Background: an optimization exercise with open tools, aiming at small area. Do not read the settings as production practice.
Where RTL was checked, it was by simulation tests only, not by an equivalence proof against the original.

==> 06-21: inputs <==
// audio_lpf
module audio_lpf (
    input  wire               clk,
    input  wire               rst_n,
    input  wire               valid_in,
    input  wire signed [31:0] x_in,
    output wire               valid_out,
    output wire signed [31:0] y_out
);
    fir u_fir_lpr (
        .clk(clk), .rst_n(rst_n), .valid_in(valid_in), .x_in(x_in),
        .valid_out(valid_out), .y_out(y_out));
endmodule
clock: 10.0 ns
lec_check: 0
cap_margin: 20
core_margin: 2
core_utilization: 40
slew_margin: 20
synth_hierarchical: 1
run.sh (not shown) runs the stock make flow with config.mk's settings and CLKGATE_MAP_FILE= SYNTH_SCRIPT=/design/flow/synth_recipe.tcl, a recipe that flattens the netlist after the stock synthesis.
==> 09-18: changes against 06-21 <==
--- a/flow/design.v
+++ b/flow/design.v
@@ -809,45 +809,45 @@
     wire n1038, n1039;
     wire n1040, n1041;
     wire n1042, n1043;
     wire n1044, n1045;
     wire n1046 = n931 ^ n930 ^ n1045;
-    wire n1047 = acc0[0] ^ pl0;
+    wire n1047;
     wire n1048 = acc0[0] | pl0;
-    wire n1049 = acc0[1] ^ n1048;
+    wire n1049;
     wire n1050 = acc0[1] | n1048;
-    wire n1051 = acc0[2] ^ n1050;
+    wire n1051;
     wire n1052 = acc0[2] | n1050;
-    wire n1053 = acc0[3] ^ n1052;
+    wire n1053;
     wire n1054 = acc0[3] | n1052;
-    wire n1055 = acc0[4] ^ n1054;
+    wire n1055;
     wire n1056 = acc0[4] | n1054;
-    wire n1057 = acc0[5] ^ n1056;
+    wire n1057;
     wire n1058 = acc0[5] | n1056;
-    wire n1059 = acc0[6] ^ n1058;
+    wire n1059;
     wire n1060 = acc0[6] | n1058;
-    wire n1061 = acc0[7] ^ n1060;
+    wire n1061;
     wire n1062 = acc0[7] | n1060;
-    wire n1063 = acc0[8] ^ n1062;
+    wire n1063;
     wire n1064 = acc0[8] | n1062;
-    wire n1065 = acc0[9] ^ n1064;
+    wire n1065;
     wire n1066 = acc0[9] | n1064;
     wire n1067, n1068;
     wire n1069 = ~n1067;
-    wire n1070 = acc0[11] ^ n1068;
+    wire n1070;
     wire n1071 = acc0[11] | n1068;
-    wire n1072 = acc0[12] ^ n1071;
+    wire n1072;
     wire n1073 = acc0[12] | n1071;
-    wire n1074 = acc0[13] ^ n1073;
+    wire n1074;
     wire n1075 = acc0[13] | n1073;
-    wire n1076 = acc0[14] ^ n1075;
+    wire n1076;
     wire n1077 = acc0[14] | n1075;
-    wire n1078 = acc0[15] ^ n1077;
+    wire n1078;
     wire n1079 = acc0[15] | n1077;
-    wire n1080 = acc0[16] ^ n1079;
+    wire n1080;
     wire n1081 = acc0[16] | n1079;
-    wire n1082 = acc0[17] ^ n1081;
+    wire n1082;
     wire n1083 = acc0[17] | n1081;
     wire n1084 = acc0[18] ^ n1083;
     aoi222 u_bn6 (.a1(n1), .a2(xv[1]), .b1(n2), .b2(xn[1]), .c1(n3), .c2(xn[0]), .y(n6));
     aoi222 u_bn7 (.a1(n1), .a2(xv[2]), .b1(n2), .b2(xn[2]), .c1(n3), .c2(xn[1]), .y(n7));
     aoi222 u_bn8 (.a1(n1), .a2(xv[3]), .b1(n2), .b2(xn[3]), .c1(n3), .c2(xn[2]), .y(n8));
@@ -1272,11 +1272,28 @@
     fa u_fa270 (.a(n928), .b(n933), .c(n936), .s(n1036), .co(n1037));
     fa u_fa271 (.a(n1031), .b(n1036), .c(n1033), .s(n1038), .co(n1039));
     fa u_fa272 (.a(n916), .b(n929), .c(n915), .s(n1040), .co(n1041));
     fa u_fa273 (.a(n1037), .b(n1040), .c(n1039), .s(n1042), .co(n1043));
     fa u_fa274 (.a(n937), .b(n1041), .c(n1043), .s(n1044), .co(n1045));
+    xor2c u_xo1 (.a(acc0[0]), .b(pl0), .y(n1047));
+    xor2c u_xo2 (.a(acc0[1]), .b(n1048), .y(n1049));
+    xor2c u_xo3 (.a(acc0[2]), .b(n1050), .y(n1051));
+    xor2c u_xo4 (.a(acc0[3]), .b(n1052), .y(n1053));
+    xor2c u_xo5 (.a(acc0[4]), .b(n1054), .y(n1055));
+    xor2c u_xo6 (.a(acc0[5]), .b(n1056), .y(n1057));
+    xor2c u_xo7 (.a(acc0[6]), .b(n1058), .y(n1059));
+    xor2c u_xo8 (.a(acc0[7]), .b(n1060), .y(n1061));
+    xor2c u_xo9 (.a(acc0[8]), .b(n1062), .y(n1063));
+    xor2c u_xo10 (.a(acc0[9]), .b(n1064), .y(n1065));
     fa u_fa275 (.a(acc0[10]), .b(n1066), .c(pm0), .s(n1067), .co(n1068));
+    xor2c u_xo11 (.a(acc0[11]), .b(n1068), .y(n1070));
+    xor2c u_xo12 (.a(acc0[12]), .b(n1071), .y(n1072));
+    xor2c u_xo13 (.a(acc0[13]), .b(n1073), .y(n1074));
+    xor2c u_xo14 (.a(acc0[14]), .b(n1075), .y(n1076));
+    xor2c u_xo15 (.a(acc0[15]), .b(n1077), .y(n1078));
+    xor2c u_xo16 (.a(acc0[16]), .b(n1079), .y(n1080));
+    xor2c u_xo17 (.a(acc0[17]), .b(n1081), .y(n1082));
     assign nxt0 = {n216, n214, n212, n210, n208, n206, n204, n202, n198, n194, n188, n182, n176, n170, n164, n158, n152, n146, n140};
     assign nxt1 = {n535, n533, n531, n529, n527, n523, n519, n513, n507, n499, n491, n481, n471, n461, n451, n441, n431, n421, n411};
     assign nxt2 = {n850, n848, n846, n844, n840, n836, n830, n824, n816, n808, n798, n788, n778, n768, n758, n748, n738, n728};
     assign nxt3 = {n1046, n1044, n1042, n1038, n1034, n1028, n1022, n1016, n1010, n1004, n998, n992, n986, n980};
     always @(posedge clk) begin
@@ -1312,10 +1329,16 @@
     assign y = ~((a1 & a2) | (b1 & b2) | (c1 & c2));
 endmodule
 module aoi22 (input wire a1, input wire a2, input wire b1, input wire b2, output wire y);
     assign y = ~((a1 & a2) | (b1 & b2));
 endmodule
+module xnor2c (input wire a, input wire b, output wire y);
+    assign y = ~(a ^ b);
+endmodule
+module xor2c (input wire a, input wire b, output wire y);
+    assign y = a ^ b;
+endmodule
 module fa (input wire a, input wire b, input wire c, output wire s, output wire co);
     assign s  = a ^ b ^ c;
     assign co = (a & b) | (a & c) | (b & c);
 endmodule
 module audio_lpf (
==> flow/flow/run.sh (new file) <==
#!/bin/bash
# Own flow: the standard layout (standard.sh, unchanged synthesis and steps),
# with the I/O port buffers that global placement inserts made from the
# smallest buffer cell, sky130_fd_sc_hd__buf_1, instead of the default choice.
# Each ORFS step keeps its full log under orfs/logs/; this script's own output
# goes to flow_run.log in the work folder.
set -euo pipefail
exec > >(tee -a flow_run.log) 2>&1
echo "run.sh: $(date -u) in $(pwd)"
bash standard.sh "BUFFER_PORTS_ARGS=-buffer_cell sky130_fd_sc_hd__buf_1" finish
echo "run.sh: done $(date -u)"
==> flow/standard.sh (new file) <==
#!/bin/bash
# synth_recipe.tcl (not shown) runs the flow's synth.tcl, then flattens the netlist and writes it again
# the make line also repeats each setting of config.mk as NAME=value (left out here)
make -C /OpenROAD-flow-scripts/flow DESIGN_CONFIG=/design/flow/config.mk WORK_HOME=/design/flow/orfs CLKGATE_MAP_FILE= SYNTH_SCRIPT=/design/flow/synth_recipe.tcl "${@:-finish}"
Settings changed: CELL_PAD_IN_SITES_DETAIL_PLACEMENT set to 1, CELL_PAD_IN_SITES_GLOBAL_PLACEMENT set to 1, CTS_BUF_LIST set to sky130_fd_sc_hd__clkbuf_8, PLACE_DENSITY set to 0.75.
removed: flow/run.sh
==> 01-13: changes against 06-21 <==
--- a/flow/design.v
+++ b/flow/design.v
@@ -809,45 +809,45 @@
     wire n1038, n1039;
     wire n1040, n1041;
     wire n1042, n1043;
     wire n1044, n1045;
     wire n1046 = n931 ^ n930 ^ n1045;
-    wire n1047 = acc0[0] ^ pl0;
+    wire n1047;
     wire n1048 = acc0[0] | pl0;
-    wire n1049 = acc0[1] ^ n1048;
+    wire n1049;
     wire n1050 = acc0[1] | n1048;
-    wire n1051 = acc0[2] ^ n1050;
+    wire n1051;
     wire n1052 = acc0[2] | n1050;
-    wire n1053 = acc0[3] ^ n1052;
+    wire n1053;
     wire n1054 = acc0[3] | n1052;
-    wire n1055 = acc0[4] ^ n1054;
+    wire n1055;
     wire n1056 = acc0[4] | n1054;
-    wire n1057 = acc0[5] ^ n1056;
+    wire n1057;
     wire n1058 = acc0[5] | n1056;
-    wire n1059 = acc0[6] ^ n1058;
+    wire n1059;
     wire n1060 = acc0[6] | n1058;
-    wire n1061 = acc0[7] ^ n1060;
+    wire n1061;
     wire n1062 = acc0[7] | n1060;
-    wire n1063 = acc0[8] ^ n1062;
+    wire n1063;
     wire n1064 = acc0[8] | n1062;
-    wire n1065 = acc0[9] ^ n1064;
+    wire n1065;
     wire n1066 = acc0[9] | n1064;
     wire n1067, n1068;
     wire n1069 = ~n1067;
-    wire n1070 = acc0[11] ^ n1068;
+    wire n1070;
     wire n1071 = acc0[11] | n1068;
-    wire n1072 = acc0[12] ^ n1071;
+    wire n1072;
     wire n1073 = acc0[12] | n1071;
-    wire n1074 = acc0[13] ^ n1073;
+    wire n1074;
     wire n1075 = acc0[13] | n1073;
-    wire n1076 = acc0[14] ^ n1075;
+    wire n1076;
     wire n1077 = acc0[14] | n1075;
-    wire n1078 = acc0[15] ^ n1077;
+    wire n1078;
     wire n1079 = acc0[15] | n1077;
-    wire n1080 = acc0[16] ^ n1079;
+    wire n1080;
     wire n1081 = acc0[16] | n1079;
-    wire n1082 = acc0[17] ^ n1081;
+    wire n1082;
     wire n1083 = acc0[17] | n1081;
     wire n1084 = acc0[18] ^ n1083;
     aoi222 u_bn6 (.a1(n1), .a2(xv[1]), .b1(n2), .b2(xn[1]), .c1(n3), .c2(xn[0]), .y(n6));
     aoi222 u_bn7 (.a1(n1), .a2(xv[2]), .b1(n2), .b2(xn[2]), .c1(n3), .c2(xn[1]), .y(n7));
     aoi222 u_bn8 (.a1(n1), .a2(xv[3]), .b1(n2), .b2(xn[3]), .c1(n3), .c2(xn[2]), .y(n8));
@@ -1272,11 +1272,28 @@
     fa u_fa270 (.a(n928), .b(n933), .c(n936), .s(n1036), .co(n1037));
     fa u_fa271 (.a(n1031), .b(n1036), .c(n1033), .s(n1038), .co(n1039));
     fa u_fa272 (.a(n916), .b(n929), .c(n915), .s(n1040), .co(n1041));
     fa u_fa273 (.a(n1037), .b(n1040), .c(n1039), .s(n1042), .co(n1043));
     fa u_fa274 (.a(n937), .b(n1041), .c(n1043), .s(n1044), .co(n1045));
+    xor2c u_xo1 (.a(acc0[0]), .b(pl0), .y(n1047));
+    xor2c u_xo2 (.a(acc0[1]), .b(n1048), .y(n1049));
+    xor2c u_xo3 (.a(acc0[2]), .b(n1050), .y(n1051));
+    xor2c u_xo4 (.a(acc0[3]), .b(n1052), .y(n1053));
+    xor2c u_xo5 (.a(acc0[4]), .b(n1054), .y(n1055));
+    xor2c u_xo6 (.a(acc0[5]), .b(n1056), .y(n1057));
+    xor2c u_xo7 (.a(acc0[6]), .b(n1058), .y(n1059));
+    xor2c u_xo8 (.a(acc0[7]), .b(n1060), .y(n1061));
+    xor2c u_xo9 (.a(acc0[8]), .b(n1062), .y(n1063));
+    xor2c u_xo10 (.a(acc0[9]), .b(n1064), .y(n1065));
     fa u_fa275 (.a(acc0[10]), .b(n1066), .c(pm0), .s(n1067), .co(n1068));
+    xor2c u_xo11 (.a(acc0[11]), .b(n1068), .y(n1070));
+    xor2c u_xo12 (.a(acc0[12]), .b(n1071), .y(n1072));
+    xor2c u_xo13 (.a(acc0[13]), .b(n1073), .y(n1074));
+    xor2c u_xo14 (.a(acc0[14]), .b(n1075), .y(n1076));
+    xor2c u_xo15 (.a(acc0[15]), .b(n1077), .y(n1078));
+    xor2c u_xo16 (.a(acc0[16]), .b(n1079), .y(n1080));
+    xor2c u_xo17 (.a(acc0[17]), .b(n1081), .y(n1082));
     assign nxt0 = {n216, n214, n212, n210, n208, n206, n204, n202, n198, n194, n188, n182, n176, n170, n164, n158, n152, n146, n140};
     assign nxt1 = {n535, n533, n531, n529, n527, n523, n519, n513, n507, n499, n491, n481, n471, n461, n451, n441, n431, n421, n411};
     assign nxt2 = {n850, n848, n846, n844, n840, n836, n830, n824, n816, n808, n798, n788, n778, n768, n758, n748, n738, n728};
     assign nxt3 = {n1046, n1044, n1042, n1038, n1034, n1028, n1022, n1016, n1010, n1004, n998, n992, n986, n980};
     always @(posedge clk) begin
@@ -1312,10 +1329,16 @@
     assign y = ~((a1 & a2) | (b1 & b2) | (c1 & c2));
 endmodule
 module aoi22 (input wire a1, input wire a2, input wire b1, input wire b2, output wire y);
     assign y = ~((a1 & a2) | (b1 & b2));
 endmodule
+module xnor2c (input wire a, input wire b, output wire y);
+    assign y = ~(a ^ b);
+endmodule
+module xor2c (input wire a, input wire b, output wire y);
+    assign y = a ^ b;
+endmodule
 module fa (input wire a, input wire b, input wire c, output wire s, output wire co);
     assign s  = a ^ b ^ c;
     assign co = (a & b) | (a & c) | (b & c);
 endmodule
 module audio_lpf (
==> flow/flow/run.sh (new file) <==
#!/bin/bash
# Own flow: the standard layout (standard.sh, unchanged synthesis and steps),
# with the I/O port buffers that global placement inserts made from the
# smallest buffer cell, sky130_fd_sc_hd__buf_1, instead of the default choice.
# Each ORFS step keeps its full log under orfs/logs/; this script's own output
# goes to flow_run.log in the work folder.
set -euo pipefail
exec > >(tee -a flow_run.log) 2>&1
echo "run.sh: $(date -u) in $(pwd)"
bash standard.sh "BUFFER_PORTS_ARGS=-buffer_cell sky130_fd_sc_hd__buf_1" finish
echo "run.sh: done $(date -u)"
==> flow/standard.sh (new file) <==
#!/bin/bash
# synth_recipe.tcl (not shown) runs the flow's synth.tcl, then flattens the netlist and writes it again
# the make line also repeats each setting of config.mk as NAME=value (left out here)
make -C /OpenROAD-flow-scripts/flow DESIGN_CONFIG=/design/flow/config.mk WORK_HOME=/design/flow/orfs CLKGATE_MAP_FILE= SYNTH_SCRIPT=/design/flow/synth_recipe.tcl "${@:-finish}"
Settings changed: CAP_MARGIN 20 to 0, CELL_PAD_IN_SITES_DETAIL_PLACEMENT set to 1, CELL_PAD_IN_SITES_GLOBAL_PLACEMENT set to 1, CTS_BUF_LIST set to sky130_fd_sc_hd__clkbuf_8, SLEW_MARGIN 20 to 0.
removed: flow/run.sh
==> 02-25: changes against 06-21 <==
--- a/flow/design.v
+++ b/flow/design.v
@@ -809,45 +809,45 @@
     wire n1038, n1039;
     wire n1040, n1041;
     wire n1042, n1043;
     wire n1044, n1045;
     wire n1046 = n931 ^ n930 ^ n1045;
-    wire n1047 = acc0[0] ^ pl0;
+    wire n1047;
     wire n1048 = acc0[0] | pl0;
-    wire n1049 = acc0[1] ^ n1048;
+    wire n1049;
     wire n1050 = acc0[1] | n1048;
-    wire n1051 = acc0[2] ^ n1050;
+    wire n1051;
     wire n1052 = acc0[2] | n1050;
-    wire n1053 = acc0[3] ^ n1052;
+    wire n1053;
     wire n1054 = acc0[3] | n1052;
-    wire n1055 = acc0[4] ^ n1054;
+    wire n1055;
     wire n1056 = acc0[4] | n1054;
-    wire n1057 = acc0[5] ^ n1056;
+    wire n1057;
     wire n1058 = acc0[5] | n1056;
-    wire n1059 = acc0[6] ^ n1058;
+    wire n1059;
     wire n1060 = acc0[6] | n1058;
-    wire n1061 = acc0[7] ^ n1060;
+    wire n1061;
     wire n1062 = acc0[7] | n1060;
-    wire n1063 = acc0[8] ^ n1062;
+    wire n1063;
     wire n1064 = acc0[8] | n1062;
-    wire n1065 = acc0[9] ^ n1064;
+    wire n1065;
     wire n1066 = acc0[9] | n1064;
     wire n1067, n1068;
     wire n1069 = ~n1067;
-    wire n1070 = acc0[11] ^ n1068;
+    wire n1070;
     wire n1071 = acc0[11] | n1068;
-    wire n1072 = acc0[12] ^ n1071;
+    wire n1072;
     wire n1073 = acc0[12] | n1071;
-    wire n1074 = acc0[13] ^ n1073;
+    wire n1074;
     wire n1075 = acc0[13] | n1073;
-    wire n1076 = acc0[14] ^ n1075;
+    wire n1076;
     wire n1077 = acc0[14] | n1075;
-    wire n1078 = acc0[15] ^ n1077;
+    wire n1078;
     wire n1079 = acc0[15] | n1077;
-    wire n1080 = acc0[16] ^ n1079;
+    wire n1080;
     wire n1081 = acc0[16] | n1079;
-    wire n1082 = acc0[17] ^ n1081;
+    wire n1082;
     wire n1083 = acc0[17] | n1081;
     wire n1084 = acc0[18] ^ n1083;
     aoi222 u_bn6 (.a1(n1), .a2(xv[1]), .b1(n2), .b2(xn[1]), .c1(n3), .c2(xn[0]), .y(n6));
     aoi222 u_bn7 (.a1(n1), .a2(xv[2]), .b1(n2), .b2(xn[2]), .c1(n3), .c2(xn[1]), .y(n7));
     aoi222 u_bn8 (.a1(n1), .a2(xv[3]), .b1(n2), .b2(xn[3]), .c1(n3), .c2(xn[2]), .y(n8));
@@ -1272,11 +1272,28 @@
     fa u_fa270 (.a(n928), .b(n933), .c(n936), .s(n1036), .co(n1037));
     fa u_fa271 (.a(n1031), .b(n1036), .c(n1033), .s(n1038), .co(n1039));
     fa u_fa272 (.a(n916), .b(n929), .c(n915), .s(n1040), .co(n1041));
     fa u_fa273 (.a(n1037), .b(n1040), .c(n1039), .s(n1042), .co(n1043));
     fa u_fa274 (.a(n937), .b(n1041), .c(n1043), .s(n1044), .co(n1045));
+    xor2c u_xo1 (.a(acc0[0]), .b(pl0), .y(n1047));
+    xor2c u_xo2 (.a(acc0[1]), .b(n1048), .y(n1049));
+    xor2c u_xo3 (.a(acc0[2]), .b(n1050), .y(n1051));
+    xor2c u_xo4 (.a(acc0[3]), .b(n1052), .y(n1053));
+    xor2c u_xo5 (.a(acc0[4]), .b(n1054), .y(n1055));
+    xor2c u_xo6 (.a(acc0[5]), .b(n1056), .y(n1057));
+    xor2c u_xo7 (.a(acc0[6]), .b(n1058), .y(n1059));
+    xor2c u_xo8 (.a(acc0[7]), .b(n1060), .y(n1061));
+    xor2c u_xo9 (.a(acc0[8]), .b(n1062), .y(n1063));
+    xor2c u_xo10 (.a(acc0[9]), .b(n1064), .y(n1065));
     fa u_fa275 (.a(acc0[10]), .b(n1066), .c(pm0), .s(n1067), .co(n1068));
+    xor2c u_xo11 (.a(acc0[11]), .b(n1068), .y(n1070));
+    xor2c u_xo12 (.a(acc0[12]), .b(n1071), .y(n1072));
+    xor2c u_xo13 (.a(acc0[13]), .b(n1073), .y(n1074));
+    xor2c u_xo14 (.a(acc0[14]), .b(n1075), .y(n1076));
+    xor2c u_xo15 (.a(acc0[15]), .b(n1077), .y(n1078));
+    xor2c u_xo16 (.a(acc0[16]), .b(n1079), .y(n1080));
+    xor2c u_xo17 (.a(acc0[17]), .b(n1081), .y(n1082));
     assign nxt0 = {n216, n214, n212, n210, n208, n206, n204, n202, n198, n194, n188, n182, n176, n170, n164, n158, n152, n146, n140};
     assign nxt1 = {n535, n533, n531, n529, n527, n523, n519, n513, n507, n499, n491, n481, n471, n461, n451, n441, n431, n421, n411};
     assign nxt2 = {n850, n848, n846, n844, n840, n836, n830, n824, n816, n808, n798, n788, n778, n768, n758, n748, n738, n728};
     assign nxt3 = {n1046, n1044, n1042, n1038, n1034, n1028, n1022, n1016, n1010, n1004, n998, n992, n986, n980};
     always @(posedge clk) begin
@@ -1312,10 +1329,16 @@
     assign y = ~((a1 & a2) | (b1 & b2) | (c1 & c2));
 endmodule
 module aoi22 (input wire a1, input wire a2, input wire b1, input wire b2, output wire y);
     assign y = ~((a1 & a2) | (b1 & b2));
 endmodule
+module xnor2c (input wire a, input wire b, output wire y);
+    assign y = ~(a ^ b);
+endmodule
+module xor2c (input wire a, input wire b, output wire y);
+    assign y = a ^ b;
+endmodule
 module fa (input wire a, input wire b, input wire c, output wire s, output wire co);
     assign s  = a ^ b ^ c;
     assign co = (a & b) | (a & c) | (b & c);
 endmodule
 module audio_lpf (
==> flow/flow/run.sh (new file) <==
#!/bin/bash
# Own flow: the standard layout (standard.sh, unchanged synthesis and steps),
# with the I/O port buffers that global placement inserts made from the
# smallest buffer cell, sky130_fd_sc_hd__buf_1, instead of the default choice.
# Each ORFS step keeps its full log under orfs/logs/; this script's own output
# goes to flow_run.log in the work folder.
set -euo pipefail
exec > >(tee -a flow_run.log) 2>&1
echo "run.sh: $(date -u) in $(pwd)"
bash standard.sh "BUFFER_PORTS_ARGS=-buffer_cell sky130_fd_sc_hd__buf_1" finish
echo "run.sh: done $(date -u)"
==> flow/standard.sh (new file) <==
#!/bin/bash
# synth_recipe.tcl (not shown) runs the flow's synth.tcl, then flattens the netlist and writes it again
# the make line also repeats each setting of config.mk as NAME=value (left out here)
make -C /OpenROAD-flow-scripts/flow DESIGN_CONFIG=/design/flow/config.mk WORK_HOME=/design/flow/orfs CLKGATE_MAP_FILE= SYNTH_SCRIPT=/design/flow/synth_recipe.tcl "${@:-finish}"
Settings changed: CELL_PAD_IN_SITES_DETAIL_PLACEMENT set to 1, CELL_PAD_IN_SITES_GLOBAL_PLACEMENT set to 1, CTS_BUF_LIST set to sky130_fd_sc_hd__clkbuf_4 sky130_fd_sc_hd__clkbuf_16.
removed: flow/run.sh
==> impl_metrics.py <==
metrics = {
    "outcome": {
        "status": "no timing/DRC/antenna violations",
    },
    "timing": {
        "relSlewSlack": 0.3020,
        "clock_skew_ns": 0.008494,
        "setup_ws_ns": 0.8842,
    },
    "routing": {
        "avgRoutedWirePerCell_um": 24.50,
    },
    "layout": {
        "clk_share": 0.02110,
    },
}
[end of results for 06-21]
==> impl_metrics.py <==
metrics = {
    "routing": {
        "avgRoutedWirePerCell_um": 26.53,
    },
    "timing": {
        "setup_ws_ns": 0.8178,
        "relSlewSlack": 0.3749,
        "clock_skew_ns": 0.007876,
    },
    "outcome": {
        "status": "no timing/DRC/antenna violations",
    },
}
[end of results for 02-25]
==> impl_metrics.py <==
metrics = {
    "routing": {
        "avgRoutedWirePerCell_um": 25.47,
        "ant_nets": 0,
    },
    "die": {
        "placementRows": 64,
    },
    "outcome": {
        "status": "no timing/DRC/antenna violations",
    },
    "timing": {
        "setup_ws_ns": 1.138,
    },
}
[end of results for 09-18]
==> impl_metrics.py <==
metrics = {
    "outcome": {
        "status": "no timing/DRC/antenna violations",
    },
    "layout": {
        "clk_share": 0.01390,
    },
    "timing": {
        "relSlewSlack": 0.3538,
        "clock_skew_ns": 0.01569,
    },
}
[end of results for 01-13]
No functional check of the RTL was part of 06-21.

-- re-timing with driven ports --
How much do the figures lean on ideal ports? The routed layouts below were timed once more, with nothing changed but the port constraints.
Step 1: set_driving_cell puts a clkbuf_16 on clk and a buf_2 on each other input, an assumption about the parent block.
Step 2 also shifts input and output timing later by t, the mid clock arrival at the registers, as if the neighbouring blocks saw the same clock.
Three values: ideal, step 1, step 2; two values: the first two.
| run | t (ns) | slack for setup (ns) | worst hold slack (ns) | worst register clock-pin slew, ns | worst data-port slew with drivers (ns) |
|---|---|---|---|---|---|
| 06-21 | 0.402 | 0.884 / 0.902 / 0.500 | 0.630 / 0.630 / 0.630 | 0.07 / 0.07 | 0.04 |
| 09-18 | 0.438 | 1.138 / 1.162 / 0.724 | 0.639 / 0.639 / 0.639 | 0.11 / 0.11 | 0.05 |
| 01-13 | 0.440 | 0.822 / 0.836 / 0.397 | 0.632 / 0.632 / 0.632 | 0.11 / 0.11 | 0.04 |
| 02-25 | 0.409 | 0.818 / 0.836 / 0.427 | 0.628 / 0.628 / 0.628 | 0.07 / 0.07 | 0.04 |
After both steps setup and hold are still met in every run listed. For 01-13, which loses most, drivers alone change the setup slack by +0.014 ns; drivers and shift together by -0.425 ns.
